This design comes from an exercise in tuning for small area and a short achievable clock period on the open sky130 flow, not from production work. Only simulation tests tie the RTL to the original design; equivalence was not proved.

==> flow/design.v (outline; a module is shown in full before it is edited, if it fits) <==
// module iir_fa: 4 lines
// module iir_ha: 4 lines
// module iir_gp: 4 lines
// module iir_g: 3 lines
// module iir_gpn: 4 lines
// module iir_gn: 3 lines
// module iir_gpi: 4 lines
// module iir_gi: 3 lines
// module iir_nor: 3 lines
// module iir_nand: 3 lines
// module iir_andn: 3 lines
// module iir_gpa: 4 lines
// module iir_ga: 3 lines
// module iir_mj: 3 lines
// module iir_mx: 3 lines
// module iir_fg: 6 lines
// module iir_an: 3 lines
// module iir_xo: 3 lines
// module iir_xn: 3 lines
// module iir_or: 3 lines
// module pipelined_iir: 11361 lines
module pipelined_iir(clk, reset, x, y);
  // ...
==> flow/flow/run.sh <==
#!/bin/bash
set -euo pipefail
export SETUP_SLACK_MARGIN=16
bash standard.sh MATCH_CELL_FOOTPRINT=0 IO_CONSTRAINTS=$PWD/flow/io.tcl  finish > standard.log 2>&1
==> flow/flow/io.tcl <==
# data pins in one ordered group on the bottom edge: y[i] next to the x bits that feed it most
set_io_pin_constraint -group -order -region bottom:* -pin_names {x[0] x[1] x[2] x[3] x[4] x[5] x[6] x[7] x[8] x[9] x[10] y[0] x[11] y[1] x[12] y[2] x[13] y[3] x[14] y[4] x[15] y[5] x[16] y[6] x[17] y[7] x[18] y[8] x[19] y[9] x[20] y[10] x[21] y[11] x[22] y[12] x[23] y[13] x[24] y[14] x[25] y[15] x[26] y[16] x[27] y[17] x[28] y[18] x[29] y[19] x[30] y[20] x[31] y[21] y[22] y[23] y[24] y[25] y[26] y[27] y[28] y[29] y[30] y[31]}
==> flow/standard.sh <==
#!/bin/bash
# synth_recipe.tcl (not shown) runs the flow's synth.tcl, then flattens the netlist and writes it again
# the make line also repeats each setting of config.mk as NAME=value (left out here)
make -C /OpenROAD-flow-scripts/flow DESIGN_CONFIG=/design/flow/config.mk WORK_HOME=/design/flow/orfs CLKGATE_MAP_FILE= SYNTH_SCRIPT=/design/flow/synth_recipe.tcl "${@:-finish}"
==> flow/config.mk <==
export PLATFORM = sky130hd
export DESIGN_NAME = pipelined_iir
export DESIGN_NICKNAME = pipelined_iir
export VERILOG_FILES = /design/flow/design.v
export SDC_FILE = /design/flow/constraint.sdc
export NUM_CORES = 8
export LEC_CHECK = 0
export CAP_MARGIN = 40
export CORE_MARGIN = 2
export CORE_UTILIZATION = 60
export PLACE_DENSITY = 0.8
export SLEW_MARGIN = 40
export SYNTH_HIERARCHICAL = 1
export SYNTH_MINIMUM_KEEP_SIZE = 0
export TNS_END_PERCENT = 0
==> flow/constraint.sdc <==
create_clock -name core_clock -period 32.0 [get_ports {clk}]
set_input_delay 6.4000 -clock core_clock [delete_from_list [all_inputs] [get_ports {clk}]]
set_output_delay 6.4000 -clock core_clock [all_outputs]
set_load 0.01 [all_outputs]
==> results.py, run 1 <==
metrics = {
    "outcome": {
        "status": "complete, no violations",
    },
    "synthesis": {
        "avgSynthCellArea_um2": 13.0,
        "synth_area_leaders": "fa_1 (63%), dfxtp_1 (11%), ha_1 (6.7%)",
        "yosys.cell_types.count": 88,
        "synth-seq-cells": 829,
        "synth_compound_area_frac": 0.0403,
        "synth-simple-area-share": 0.0431,
        "yosysWarnings": 7,
        "yosys.area_share.adder": 0.710,
        "ys_top_cells_by_count": "fa_1 (4,635), inv_1 (1,935), dfxtp_1 (829)",
        "syn_area_um2": 148000,
    },
    "finish": {
        "nNonClkInverters": 1935,
        "largest_class": "multi-input gates",
        "seqCellArea_um2": 16700,
        "num-nets-final": 17500,
        "multi_input_area_share": 0.771,
        "final-nonclk-buf-share": 0.0332,
        "final_area_um2": 164000,
    },
    "worst_setup_path": {
        "crit_buf_inv": 5,
        "cp-end-kind": "output port",
        "worstSetupPathType": "in -> out",
        "path_depth": 19,
    },
    "sta": {
        "maxSlewHeadroom": 0.268,
        "drv_slew": 0,
    },
    "drt": {
        "wl_met3_um": 96500,
        "first_pass_iters": 12,
        "wl_met2_um": 249000,
        "final_antenna_net_count": 0,
    },
    "clock_network": {
        "clk_latency_ns": 0.89,
        "cts_htree_levels": 3,
        "post-cts-setup-buffers": 58,
        "clock-root-buffer": "clkbuf_16",
        "cts_resized": 307,
    },
    "placement": {
        "pre_cts_slack_ns": 13.45,
    },
    "floorplan": {
        "die-area_um2": 250000,
    },
    "global_route": {
        "grt_use_met1": 0.558,
    },
    "run": {
        "maxCapViolCount": 0,
    },
}
==> run 2, diff against run 1 <==
--- a/flow/config.mk
+++ b/flow/config.mk
@@ -7,8 +7,8 @@
 export LEC_CHECK = 0
 export CAP_MARGIN = 40
 export CORE_MARGIN = 2
-export CORE_UTILIZATION = 60
-export PLACE_DENSITY = 0.8
+export CORE_UTILIZATION = 70
+export PLACE_DENSITY = 0.85
 export SLEW_MARGIN = 40
 export SYNTH_HIERARCHICAL = 1
 export SYNTH_MINIMUM_KEEP_SIZE = 0
==> run 2 against run 1 <==
Count of clock-buffer cells in the layout down 3. Final cell count down 2.4%. Highest routed layer unchanged. Largest cell class unchanged. Global-route usage up 10 points. Die area down 14%. Still clean.
==> results.py, run 2 <==
metrics = {
    "worst_setup_path": {
        "startpoint_type": "primary input",
        "crit_fanout": 9,
        "cp-end-kind": "output port",
        "startpoint": "x[3]",
        "reg2reg_slack_ns": 15.89,
        "critPathSlowestCell": "maj3_2",
        "reg2reg_from": "qr[9]",
        "crit_top_cell": "maj3_2",
        "worstSetupPathType": "in -> out",
        "cpPeakStageDelay_ns": 0.35,
        "required_ns": 25.60,
        "crit_arrival_ns": 10.10,
        "path_cells": "buf_4 -> buf_12 -> maj3_2 -> xor2_1 -> xor2_1 -> buf_4 -> maj3_2 -> maj3_2 -> ha_4 -> nand2_2 -> nor2_4 -> nand2_2 -> o21ai_4 -> a21oi_4 -> buf_12 -> buf_6 -> o21ai_4 -> xor2_2 -> buf_2",
    },
    "worst_hold_path": {
        "hp-start": "w5[2]",
        "hold_path_class": "reg -> reg",
    },
    "drt": {
        "drt-total-wl_um": 616000,
        "first_pass_iters": 11,
        "drt-initial-drc-count": 16000,
        "via_per_inst": 7.13,
        "final_antenna_net_count": 0,
        "drc": 0,
        "wl_per_cell_um": 41.0,
        "dr_total_vias": 107000,
    },
    "synthesis": {
        "ys.flop_type": "dfxtp_1",
        "synth_edf_count": 0,
        "netlist.area_leader.share": 0.628,
        "yosysWarnings": 7,
        "seq_area_frac_synth": 0.112,
        "synth_largest_area_cell": "fa_1",
        "yosys.cell_types.count": 88,
        "syn_area_um2": 148000,
        "synth-seq-cells": 829,
        "ys_top_cells_by_count": "fa_1 (4,635), inv_1 (1,935), dfxtp_1 (829)",
        "avgSynthCellArea_um2": 13.0,
        "synth_most_common_cell": "fa_1",
        "synth_area_leaders": "fa_1 (63%), dfxtp_1 (11%), ha_1 (6.7%)",
        "synthArstFlopShare": 0,
        "syn_inst": 11400,
    },
    "sta": {
        "drv_slew": 0,
        "maxSlewHeadroom": 0.281,
        "finalSetupViolations": 0,
        "setup_tns_ns": 0,
        "worst_slew_pin_slew_ns": 1.07,
        "skew_ns": 0.112,
        "max_freq_mhz": 60.6,
        "fin_crit_sh": 0.516,
        "hold_violations": 0,
        "fin_crit_ns": 16.50,
        "rsz0062_at_grt": "true",
    },
    "floorplan": {
        "die-area_um2": 215000,
        "dieWidth_um": 464,
        "coreArea_um2": 210000,
        "io_pins": 66,
        "rows": 168,
        "dieHeight_um": 464,
        "start_util": 0.705,
    },
    "outcome": {
        "status": "complete, no violations",
    },
    "global_route": {
        "overflow": 0,
        "grt_first_pass_wirelength_um": 873000,
        "grt_antenna_before_repair": 66,
        "first_global_vias": 118000,
        "track_usage": 0.602,
        "grt_max_degree": 107,
    },
    "finish": {
        "layout_commonest_cell": "fa_1",
        "fillCellCount": 12300,
        "seqCellArea_um2": 16600,
        "synthToLayoutAreaGrowth_pct": 10.7,
        "most-common-layout-cells": "fa_1 (4,633), inv_1 (1,919), dfxtp_1 (798)",
        "num-nets-final": 17500,
        "drive_above_1_share": 0.139,
        "final_area_um2": 164000,
        "multiInputGateArea_um2": 126000,
    },
    "clock_network": {
        "cts_htree_levels": 3,
        "clock-root-buffer": "clkbuf_16",
        "clk_latency_ns": 0.93,
        "path_clk_slew_ns": 0.06,
        "cts.sinks": 829,
        "numCtsBuffers": 109,
        "cts_tree": "done",
        "clock_path_buffers": 3,
    },
    "placement": {
        "io_buffer_count": 65,
        "place_area_um2": 157000,
        "gp_congestion": 1.10,
        "hpwl_um": 439000,
    },
    "run": {
        "maxCapViolCount": 0,
    },
}
## run 2: cell counts after synthesis
Identical to the previous run, type by type.
## run 2: final timing paths
check	endpoint	cells after the start
setup / recovery	y[17]	19
hold / removal	w4[2]	1
setup reg to reg	w2[47]	42
hold reg to reg	w4[2]	1
## run 2: modules after synthesis, one instance, submodules excluded, excerpt
module | cell area (µm²) | flops+latches | cells | copies in the design
iir_g | 7.51 | 0 | 1 | 4
iir_gi | 5.00 | 0 | 1 | 53
iir_gpi | 12.5 | 0 | 2 | 92
iir_gpn | 12.5 | 0 | 2 | 149
iir_ha | 12.5 | 0 | 1 | 481
iir_xo | 8.76 | 0 | 1 | 427
## run 2: cell type report
| cell class | instances | area share |
|---|---|---|
| Clock buffer | 150 | 0.0191 |
| Multi-Input combinational cell | 8558 | 0.772 |
| Antenna cell | 80 | 0.00122 |
| Clock inverter | 52 | 0.00524 |
| Tap cell | 2805 | 0.0214 |
| Inverter | 1935 | 0.0445 |
| Timing Repair Buffer | 623 | 0.0345 |
| Sequential cell | 829 | 0.102 |
## run 2: cells by family after synthesis
logic type | share of synthesized area
compound gates | 0.0403
simple gates | 0.0431
xor+xnor | 0.0433
flops | 0.112
buf+inv | 0.0512
other cells | 0.0000254
fa+ha+maj | 0.710
## run 2: timing repair
action                                  in CTS  in global routing
resized for setup                          337                 58
hold buffers                                 0                  0
pin swaps                                   73                 42
endpoints found under the setup margin      40                 32
buffers inserted                            84                 21
gates cloned                                17                  0
## run 2: critical path, delay by kind of cell
family                     cells  cell delay [ns]
adders and majority gates      4             1.35
buffers and inverters          6             0.98
and+or+nand+nor                3             0.33
xor gates and xnor gates       3             0.57
AOI/OAI and AO/OA              3             0.44
## run 2: layer usage
metal | vias to the layer above | track usage | share of wire
met1 | 54000 | 0.637 | 0.28
met3 | 5340 | 0.406 | 0.19
met2 | 11900 | 0.789 | 0.40
li1 | 35800 | - | -
met4 | 91 | 0.542 | 0.14
met5 | - | 0.146 | 0.0049
## run 2: metrics by stage
| stage | hold WS [ns] | util | worst slack [ns] | instances |
|---|---|---|---|---|
| 6_report | 0.369 | 0.780 | 15.50 | 15000 |
| 4_1_cts | 0.368 | 0.776 | 15.61 | 14900 |
| 3_5_place_dp | 0.348 | 0.746 | 13.61 | 14600 |
| 5_1_grt | 0.373 | 0.779 | 15.41 | 15000 |
| 3_3_place_gp | 0.349 | 0.744 | 13.70 | 14600 |
| 2_1_floorplan | 0.343 | - | 15.96 | 11400 |
==> run 3, diff against run 2 <==
==> flow/flow/run.sh (replaced) <==
#!/bin/bash
set -euo pipefail
export SETUP_SLACK_MARGIN=16
bash standard.sh MATCH_CELL_FOOTPRINT=0 IO_CONSTRAINTS=$PWD/flow/io.tcl finish > standard.log 2>&1
--- a/flow/config.mk
+++ b/flow/config.mk
@@ -7,8 +7,8 @@
 export LEC_CHECK = 0
 export CAP_MARGIN = 40
 export CORE_MARGIN = 2
-export CORE_UTILIZATION = 70
-export PLACE_DENSITY = 0.85
+export CORE_UTILIZATION = 60
+export PLACE_DENSITY = 0.8
 export SLEW_MARGIN = 40
 export SYNTH_HIERARCHICAL = 1
 export SYNTH_MINIMUM_KEEP_SIZE = 0
==> run 3 against run 2 <==
Final area about the same. Still clean. Flip-flop and latch count unchanged. First-iteration DRC count shrank 25%. Highest routed layer unchanged. Clock skew fell by 0.045 ns. Maximum frequency about the same. Area after synthesis did not move.
==> results.py, run 3 <==
metrics = {
    "sta": {
        "skew_ns": 0.0664,
        "fin_crit_ns": 16.52,
        "worst_slew_pin_slew_ns": 1.10,
        "drv_slew": 0,
        "maxSlewHeadroom": 0.268,
        "finalSetupViolations": 0,
        "setup_tns_ns": 0,
        "hold_violations": 0,
        "fin_hold_ws_ns": 0.363,
        "rsz0062_at_grt": "true",
        "fin_crit_sh": 0.516,
        "max_freq_mhz": 60.6,
    },
    "drt": {
        "first_pass_iters": 12,
        "wl_per_cell_um": 39.1,
        "dr_total_vias": 101000,
        "drt-total-wl_um": 602000,
        "drc": 0,
        "final_antenna_net_count": 0,
        "drt-initial-drc-count": 12000,
        "via_per_inst": 6.55,
    },
    "synthesis": {
        "syn_inst": 11400,
        "avgSynthCellArea_um2": 13.0,
        "yosysWarnings": 7,
        "synth_area_leaders": "fa_1 (63%), dfxtp_1 (11%), ha_1 (6.7%)",
        "seq_area_frac_synth": 0.112,
        "synth-seq-cells": 829,
        "ys_top_cells_by_count": "fa_1 (4,635), inv_1 (1,935), dfxtp_1 (829)",
        "synthArstFlopShare": 0,
        "yosys.cell_types.count": 88,
        "synth_edf_count": 0,
        "synth_largest_area_cell": "fa_1",
        "netlist.area_leader.share": 0.628,
        "ys.flop_type": "dfxtp_1",
        "synth_most_common_cell": "fa_1",
        "syn_area_um2": 148000,
    },
    "worst_setup_path": {
        "cpLargestDelayFamily": "adder cells",
        "timing.rr.end": "w3[59]",
        "crit_top_cell": "xor2_1",
        "required_ns": 25.60,
        "reg2reg_from": "qr[2]",
        "crit_arrival_ns": 10.12,
        "startpoint_type": "primary input",
        "cp-end-kind": "output port",
        "critPathSlowestCell": "maj3_2",
        "crit_buf_inv": 5,
        "worstSetupPathType": "in -> out",
        "cpPeakStageDelay_ns": 0.36,
        "crit_fanout": 8,
        "path_cells": "clkbuf_4 -> buf_12 -> xor2_1 -> xor2_1 -> maj3_2 -> maj3_2 -> xor2_1 -> xor2_1 -> ha_4 -> a21oi_2 -> o21ai_4 -> a21oi_4 -> o21ai_2 -> a21o_4 -> buf_6 -> buf_6 -> a21oi_4 -> xnor2_2 -> buf_2",
        "worstRegToRegCells": 42,
        "reg2reg_slack_ns": 16.26,
    },
    "clock_network": {
        "cts_hold_buf": 0,
        "numCtsBuffers": 111,
        "clock-root-buffer": "clkbuf_16",
        "cts_htree_levels": 3,
        "cts.sinks": 829,
        "clk_latency_ns": 0.89,
        "clock_path_buffers": 3,
        "path_clk_slew_ns": 0.06,
        "cts_tree": "done",
    },
    "floorplan": {
        "rows": 182,
        "coreArea_um2": 245000,
        "dieWidth_um": 500,
        "dieHeight_um": 500,
        "die-area_um2": 250000,
        "start_util": 0.602,
        "io_pins": 66,
    },
    "global_route": {
        "grt_use_met1": 0.558,
        "met3_usage": 0.262,
        "grt_max_degree": 122,
        "track_usage": 0.502,
        "use_met2": 0.696,
        "busiest_layer": "met2",
        "grt_antenna_before_repair": 43,
        "grt_first_pass_wirelength_um": 849000,
        "first_global_vias": 114000,
        "overflow": 0,
    },
    "worst_hold_path": {
        "hold_path_class": "reg -> reg",
        "hp-start": "w7[2]",
        "min_path_cells": 1,
        "min_to": "w6[2]",
    },
    "finish": {
        "most-common-layout-cells": "fa_1 (4,631), inv_1 (1,913), dfxtp_1 (795)",
        "num-nets-final": 17500,
        "synthToLayoutAreaGrowth_pct": 10.7,
        "drive_above_1_share": 0.140,
        "layout_commonest_cell": "fa_1",
        "fillCellCount": 17400,
    },
    "placement": {
        "gp_congestion": 1.09,
        "io_buffer_count": 65,
        "hpwl_um": 448000,
    },
    "outcome": {
        "status": "complete, no violations",
    },
    "run": {
        "maxCapViolCount": 0,
    },
}
-- run 3: cell counts after synthesis --
No cell type changed its count.
-- run 3: repair_timing --
item                                    in CTS  in global routing
pin swaps                                   44                 55
buffers inserted                            58                 33
endpoints found under the setup margin      55                 32
cloned                                       9                  4
gates resized for setup                    307                 52
-- run 3: per-stage QoR --
| step | util | std cells | setup slack, ns | cell area [µm²] |
|---|---|---|---|---|
| 2_1_floorplan | - | 11400 | 15.96 | 148000 |
| 3_3_place_gp | 0.639 | 15100 | 13.54 | 157000 |
| 3_5_place_dp | 0.640 | 15100 | 13.45 | 157000 |
| 4_1_cts | 0.664 | 15300 | 15.58 | 163000 |
| 5_1_grt | 0.667 | 15400 | 15.36 | 164000 |
| 6_report | 0.667 | 15400 | 15.48 | 164000 |
-- run 3: how the worst max path moves through the flow --
stage,startpoint,to,cells past startpoint
after floorplan,x[31],y[29],14
after global placement,x[31],y[29],17
after detailed placement,x[31],y[29],17
after CTS,x[7],y[30],19
after global routing,x[11],y[29],20
final,x[6],y[18],19
-- run 3: modules after synthesis (local to each module, per instance), excerpt --
| module | times used | area [µm²] | cells inside |
|---|---|---|---|
| iir_andn | 39 | 13.8 | 1 |
| iir_nor | 335 | 3.75 | 1 |
| iir_gpa | 15 | 13.8 | 2 |
| iir_or | 56 | 6.26 | 1 |
| iir_xo | 427 | 8.76 | 1 |
| iir_nand | 354 | 3.75 | 1 |
| iir_gpi | 92 | 12.5 | 2 |
| iir_gi | 53 | 5.00 | 1 |
| iir_gp | 32 | 13.8 | 2 |
| iir_gn | 57 | 8.76 | 1 |
| iir_mj | 206 | 11.3 | 1 |
| iir_xn | 48 | 8.76 | 1 |
| iir_ga | 3 | 7.51 | 1 |
| iir_fa | 4484 | 20.0 | 1 |
| iir_ha | 481 | 12.5 | 1 |
| pipelined_iir | 1 | 37600 | 4231 |
-- run 3: cell type report --
cell class                 instances  area [µm²]  area share
multi-input combinational       8558      126000       0.771
antenna                           36        90.1    0.000550
clock inverter                    55         761     0.00465
tap                             3220        4030      0.0246
inverter                        1935        7280      0.0444
clock buffer                     153        3220      0.0196
timing repair buffer             620        5440      0.0332
sequential                       829       16700       0.102
-- run 3: cells by family after synthesis --
kind of cell,share of synthesized area
XOR/XNOR,0.0433
AO/OA/AOI/OAI,0.0403
other,0.0000254
buffers and inverters,0.0512
flip-flops,0.112
adder cells (fa/ha/maj),0.710
AND/OR/NAND/NOR,0.0431
-- run 3: per-layer routing --
layer,vias to the layer above,wire [µm]
met2,8682,249000
met4,49,75600
li1,35700,-
met1,52800,179000
met5,-,1470
met3,3715,96500
-- run 3: worst register-to-register path: cells and delay by family, from the launching register on --
| family | cells | cell delay [ns] |
|---|---|---|
| AND/OR/NAND/NOR | 4 | 0.88 |
| adder cells (fa/ha/maj) | 20 | 8.26 |
| XOR/XNOR | 1 | 0.49 |
| AO/OA/AOI/OAI | 11 | 3.26 |
| flip-flops | 1 | 0.80 |
| buffers and inverters | 6 | 1.97 |

==> what the ideal ports hide <==
The flow's constraints put no driver on any port. The routed layouts listed below were extracted and timed again, unchanged, in two steps. Step 1: set_driving_cell puts a clkbuf_16 on clk and a buf_2 on each other input, an assumption about the parent block. Step 2 moves the port delays by t, midway between the first and last clock arrival at a register: inputs arrive t later, outputs are due t later. That takes back most of the time a late clock gives input paths. Three values: no drivers, after step 1, after step 2; two values: the first two.
run | t, ns | setup slack, ns | worst setup path at the end | worst data-port slew with drivers (ns) | cell pins on the clock port's net
run 1 | 0.957 | 15.485 / 15.452 / 15.452 | input to output | 0.10 | 1
run 2 | 0.983 | 15.500 / 15.467 / 15.467 | input to output | 0.09 | 1
run 3 | 0.957 | 15.485 / 15.452 / 15.452 | input to output | 0.10 | 1
After both steps setup and hold are still met in every run listed.
